This design comes from an exercise in tuning for small area, a short achievable clock period and few clock cycles on the open sky130 flow, not from production work. In this exercise RTL edits were held to simulation tests only and were not proved equivalent to the original.

==> flow/design.v <==
module modulo #(parameter DATA_WIDTH = 8, parameter NRIP = 0)(
  input  logic [DATA_WIDTH-1:0] hi,
  input  logic [DATA_WIDTH-1:0] lo,
  input  logic [DATA_WIDTH-1:0] modulant,
  output logic [DATA_WIDTH-1:0] out
);
logic [DATA_WIDTH-1:0] r [0:DATA_WIDTH];
assign r[0] = hi;
genvar i;
generate
  for (i = 0; i < DATA_WIDTH; i++) begin : g_step
    logic [DATA_WIDTH:0]   d;
    assign d = {r[i], lo[DATA_WIDTH-1-i]};
    if (i < DATA_WIDTH - NRIP) begin : g_fast
      logic [DATA_WIDTH+1:0] t;
      assign t = {1'b0, d} - {2'b00, modulant};
      assign r[i+1] = t[DATA_WIDTH+1] ? d[DATA_WIDTH-1:0] : t[DATA_WIDTH-1:0];
    end else begin : g_ripple
      logic [DATA_WIDTH+1:0] bw;
      logic [DATA_WIDTH:0]   df, mm;
      assign mm = {1'b0, modulant};
      assign bw[0] = 1'b0;
      for (genvar k = 0; k <= DATA_WIDTH; k++) begin : g_bit
        assign df[k]   = d[k] ^ mm[k] ^ bw[k];
        assign bw[k+1] = (~d[k] & mm[k]) | (~(d[k] ^ mm[k]) & bw[k]);
      end
      assign r[i+1] = bw[DATA_WIDTH+1] ? d[DATA_WIDTH-1:0] : df[DATA_WIDTH-1:0];
    end
  end
endgenerate
assign out = r[DATA_WIDTH];
endmodule
module multiplicator #(parameter DATA_WIDTH = 8)(
  input  logic [DATA_WIDTH-1:0]   x,
  input  logic [DATA_WIDTH-1:0]   y,
  input  logic [DATA_WIDTH-1:0]   z,
  input  logic                    cin,
  output logic [2*DATA_WIDTH-1:0] out
);
localparam int W = DATA_WIDTH;
logic [W-1:0] s [0:W-1];    
logic [W-1:0] c [0:W-1];    
genvar k, j;
generate
  for (k = 0; k < W; k++) begin : g_row
    for (j = 0; j < W; j++) begin : g_col
      logic p, u, v;
      assign p = x[j] & y[k];
      if (k == 0) begin : g_first
        assign u = z[j];
        assign v = (j == 0) ? cin : 1'b0;
      end else begin : g_next
        assign u = (j == W-1) ? 1'b0 : s[k-1][j+1];
        assign v = c[k-1][j];
      end
      assign s[k][j] = p ^ u ^ v;
      assign c[k][j] = (p & u) | (v & (p ^ u));
    end
    assign out[k] = s[k][0];
  end
endgenerate
logic [W:0]   fc;
logic [W-1:0] fa;
assign fa = {1'b0, s[W-1][W-1:1]};
assign fc[0] = 1'b0;
for (genvar q = 0; q < W; q++) begin : g_fin
  assign out[W+q] = fa[q] ^ c[W-1][q] ^ fc[q];
  assign fc[q+1]  = (fa[q] & c[W-1][q]) | (fc[q] & (fa[q] ^ c[W-1][q]));
end
endmodule
module accelerator_interface #(parameter DATA_WIDTH = 8)(
  input  logic [DATA_WIDTH-1:0] a,
  input  logic [DATA_WIDTH-1:0] b,
  input  logic [DATA_WIDTH-1:0] modulant,
  input  logic                  start,
  input  logic [2:0]            control,
  input  logic                  clk,
  output logic [DATA_WIDTH-1:0] result,
  output logic                  finished
);
logic [7:0] a_r;     
logic [7:0] e_r;     
logic [7:0] m_r;     
logic [7:0] r;       
logic [2:0] j;       
logic       fin;
logic f_add, f_sub, f_div1, f_div2, f_mul;
logic f_sq;          
logic f_mula;        
logic f_e0;          
always_ff @(posedge clk) begin
  a_r <= a;
  e_r <= b;
  m_r <= modulant;
end
logic [2:0] lead;    
always_comb begin
  lead = 3'd0;
  for (int k = 0; k < 8; k++)
    if (e_r[k]) lead = k[2:0];
end
logic [2:0] nidx;    
logic       nbit;
assign nidx = (f_e0 ? lead : j) - 3'd1;
assign nbit = e_r[nidx];
logic [7:0]  y_op, z_op;
logic [15:0] prod;
logic [7:0]  hi;
logic [7:0]  red;
assign y_op = ({8{f_mula}} & a_r)
            | ({8{f_mul}}  & e_r)
            | ({8{f_sq}}   & r)
            | {7'd0, f_add | f_sub | f_div1};
assign z_op = ({8{f_add | f_div2}} & e_r) | ({8{f_sub}} & ~e_r);
multiplicator #(.DATA_WIDTH(8)) u_mul (.x(r), .y(y_op), .z(z_op), .cin(f_sub), .out(prod));
assign hi = f_div2 ? r
          : f_sub  ? (prod[8] ? 8'd0 : {m_r[7:1], 1'b0})
          :          prod[15:8];
modulo #(.DATA_WIDTH(8)) u_red (.hi(hi), .lo(prod[7:0]), .modulant(m_r), .out(red));
logic e_small;       
logic sq_last;       
assign e_small = f_e0 & (lead == 3'd0);
assign sq_last = (nidx == 3'd0) & ~nbit;
always_ff @(posedge clk) begin
  if (start) begin
    r      <= (control == 3'b011) ? 8'd1 : a;
    fin    <= (control == 3'b011);
    f_add  <= (control == 3'b000);
    f_sub  <= (control == 3'b001);
    f_div1 <= (control == 3'b010);
    f_div2 <= 1'b0;
    f_mul  <= (control == 3'b100);
    f_sq   <= (control == 3'b101);
    f_e0   <= (control == 3'b101);
    f_mula <= 1'b0;
  end else begin
    if (e_small) begin
      if (!e_r[0]) r <= 8'd1;         
    end else if (f_add | f_sub | f_div1 | f_div2 | f_mul | f_sq | f_mula)
      r <= red;
    if (f_add | f_sub | f_div2 | f_mul | e_small
        | (f_sq & sq_last) | (f_mula & (j == 3'd0)))
      fin <= 1'b1;
    if (f_sq) j <= nidx;
    f_add  <= 1'b0;
    f_sub  <= 1'b0;
    f_mul  <= 1'b0;
    f_div1 <= 1'b0;
    f_div2 <= f_div1;
    f_e0   <= 1'b0;
    f_sq   <= (f_sq & ~e_small & ~nbit & ~sq_last) | (f_mula & (j != 3'd0));
    f_mula <= f_sq & ~e_small & nbit;
  end
end
assign result   = r;
assign finished = fin;
endmodule
==> flow/config.mk <==
export PLATFORM = sky130hd
export DESIGN_NAME = accelerator_interface
export DESIGN_NICKNAME = accelerator_interface
export VERILOG_FILES = /design/flow/design.v
export SDC_FILE = /design/flow/constraint.sdc
export NUM_CORES = 4
export LEC_CHECK = 0
export CAP_MARGIN = 20
export CORE_MARGIN = 2
export CORE_UTILIZATION = 40
export CTS_CLUSTER_DIAMETER = 300
export CTS_CLUSTER_SIZE = 50
export SLEW_MARGIN = 20
==> flow/constraint.sdc <==
create_clock -name core_clock -period 120.0 [get_ports {clk}]
set_input_delay 24.0000 -clock core_clock [delete_from_list [all_inputs] [get_ports {clk}]]
set_output_delay 24.0000 -clock core_clock [all_outputs]
set_load 0.01 [all_outputs]
standard.sh (not shown) runs the stock make flow with config.mk's settings and CLKGATE_MAP_FILE= SYNTH_SCRIPT=/design/flow/synth_recipe.tcl, a recipe that flattens the netlist after the stock synthesis.
==> flow/flow/run.sh <==
#!/bin/bash
# Own layout flow: the standard layout (standard.sh) with two changes.
#  1. Synthesis runs the standard flow's synthesis script with ABC mapping for area
#     (flow/synth.tcl, flow/area.abc); registers come out as in the standard
#     synthesis, only the logic between them is mapped differently.
#  2. Port buffers are sky130_fd_sc_hd__buf_2 cells (buffer_ports -buffer_cell).
# Every step's full log is in orfs/logs/; make's own output is in flow_make.log.
set -euo pipefail
W=$(pwd)
export OWN_ABC_SCRIPT=$W/flow/area.abc
export OWN_ABC_D=22000
export BUFFER_PORTS_ARGS="-buffer_cell sky130_fd_sc_hd__buf_2"
sed "s#SYNTH_SCRIPT=[^ ]*#SYNTH_SCRIPT=$W/flow/synth.tcl#" standard.sh > own_standard.sh
grep -q "SYNTH_SCRIPT=$W/flow/synth.tcl" own_standard.sh
bash own_standard.sh > flow_make.log 2>&1
test -s out/final.def
==> flow/flow/area.abc <==
strash
dc2
dch
map -a
strash
dc2
dch
map -a
strash
dc2
dch
map -a
topo
stime -c
buffer -c
upsize -c
dnsize -c
==> flow/flow/synth.tcl <==
# The standard flow's synthesis script (synth_recipe.tcl) unchanged, except that ABC maps
# the logic with the script in $OWN_ABC_SCRIPT (delay target $OWN_ABC_D ps)
# in place of ORFS's abc_speed / abc_area script.
proc synth {args} { yosys synth -nofsm -noshare {*}$args }
proc abc {args} {
  set i [lsearch -exact $args -script]
  if {$i >= 0} { lset args [expr {$i + 1}] $::env(OWN_ABC_SCRIPT) }
  set i [lsearch -exact $args -D]
  if {$i >= 0} { set args [lreplace $args $i [expr {$i + 1}]] }
  if {[info exists ::env(OWN_ABC_D)]} { lappend args -D $::env(OWN_ABC_D) }
  yosys abc {*}$args
}
source $::env(SCRIPTS_DIR)/synth.tcl
# left out here: clear keep_hierarchy, flatten, clean up, hide names made inside functions, write 1_2_yosys.v
Testbench counts at the start, summed over its fixed seeds: cycles 8,036.
Then changed:
==> flow/flow/area.abc (replaced) <==
strash
dch
map -a
strash
dch
map -a
topo
stime -c
buffer -c
upsize -c
dnsize -c
- CTS_BUF_LIST: default -> sky130_fd_sc_hd__clkbuf_8
- CTS_CLUSTER_DIAMETER: 300 -> default
- CTS_CLUSTER_SIZE: 50 -> default
=> The changed run completed without violations; core utilization is lower by 0.54 points; die area is lower by 0.38%; hold slack gets worse by 37 ps; clock skew is higher by 17 ps; maximum frequency is lower by 1.2%.
Then changed:
- CORE_UTILIZATION: 40 -> 65
- CTS_BUF_LIST: sky130_fd_sc_hd__clkbuf_8 -> default
- PLACE_DENSITY: default -> 0.75
Sequential share of layout area grows by 0.22 points.
Final cell count is lower by about 8%.
Global-route usage is higher by 11 points.
Maximum frequency hardly moves.
Clock skew is lower by 12 ps.
Worst setup slack gets better by 62 ps.
Die area goes down by 37%.
Via count climbs by 4.3%.
Wire length shrinks by 0.73%.
Then changed:
- CORE_UTILIZATION: 65 -> 40
- PLACE_DENSITY: 0.75 -> default
Outcome: Register-to-register slack gains 190 ps. Core utilization goes down by 26 points. Wire length came out higher by 0.64%. Clock-buffer cell count stays the same. Worst hold slack got worse by 4.3 ps. Clock skew barely changes.
Then changed:
==> flow/flow/area.abc (replaced) <==
strash
dc2
dch
map -a
strash
dc2
dch
map -a
strash
dc2
dch
map -a
topo
stime -c
buffer -c
upsize -c
dnsize -c
- CORE_UTILIZATION: 40 -> 55
- PLACE_DENSITY: default -> 0.7
Result: The changed run finished clean. Global-route usage went up by 6.6 points. Synthesized area rises by about 0.4%. Non-clock buffer count is unchanged. Die area went down by 26%. Worst setup slack gets better by 310 ps. Clock skew shrinks by 7.2 ps. Flip-flop and latch count is unchanged.

==> port drivers added, routing unchanged <==
The flow's constraints put no driver on any port. The routed layouts listed below were extracted and timed again, unchanged, in two steps.
Step 1 (the two cells are an assumption about what drives the block):
set clk [get_ports {clk}]
set_driving_cell -lib_cell sky130_fd_sc_hd__clkbuf_16 $clk
set_driving_cell -lib_cell sky130_fd_sc_hd__buf_2 [delete_from_list [all_inputs] $clk]
Step 2 times the ports against the registers' clock, not the clock port: input delays grow and output delays shrink by t, the midpoint of the rising clock arrivals with the driver on.
Slacks: ideal ports / drivers / drivers and shift; pairs: ideal ports / drivers.
run	shift t [ns]	slack for setup (ns)	clock arrival spread, ns	pins driven straight from the clock port
the first run	0.332	94.919 / 94.938 / 94.608	0.011 / 0.012	1
the second run	0.356	94.614 / 94.628 / 94.272	0.026 / 0.025	1
the third run	0.340	94.676 / 94.690 / 94.350	0.015 / 0.015	1
the fourth run	0.337	94.572 / 94.590 / 94.253	0.014 / 0.014	1
the fifth run	0.329	94.877 / 94.895 / 94.566	0.007 / 0.006	1
After both steps every run listed still meets setup and hold. For the second run, which loses most, drivers alone change the setup slack by +0.014 ns; drivers and shift together by -0.342 ns.
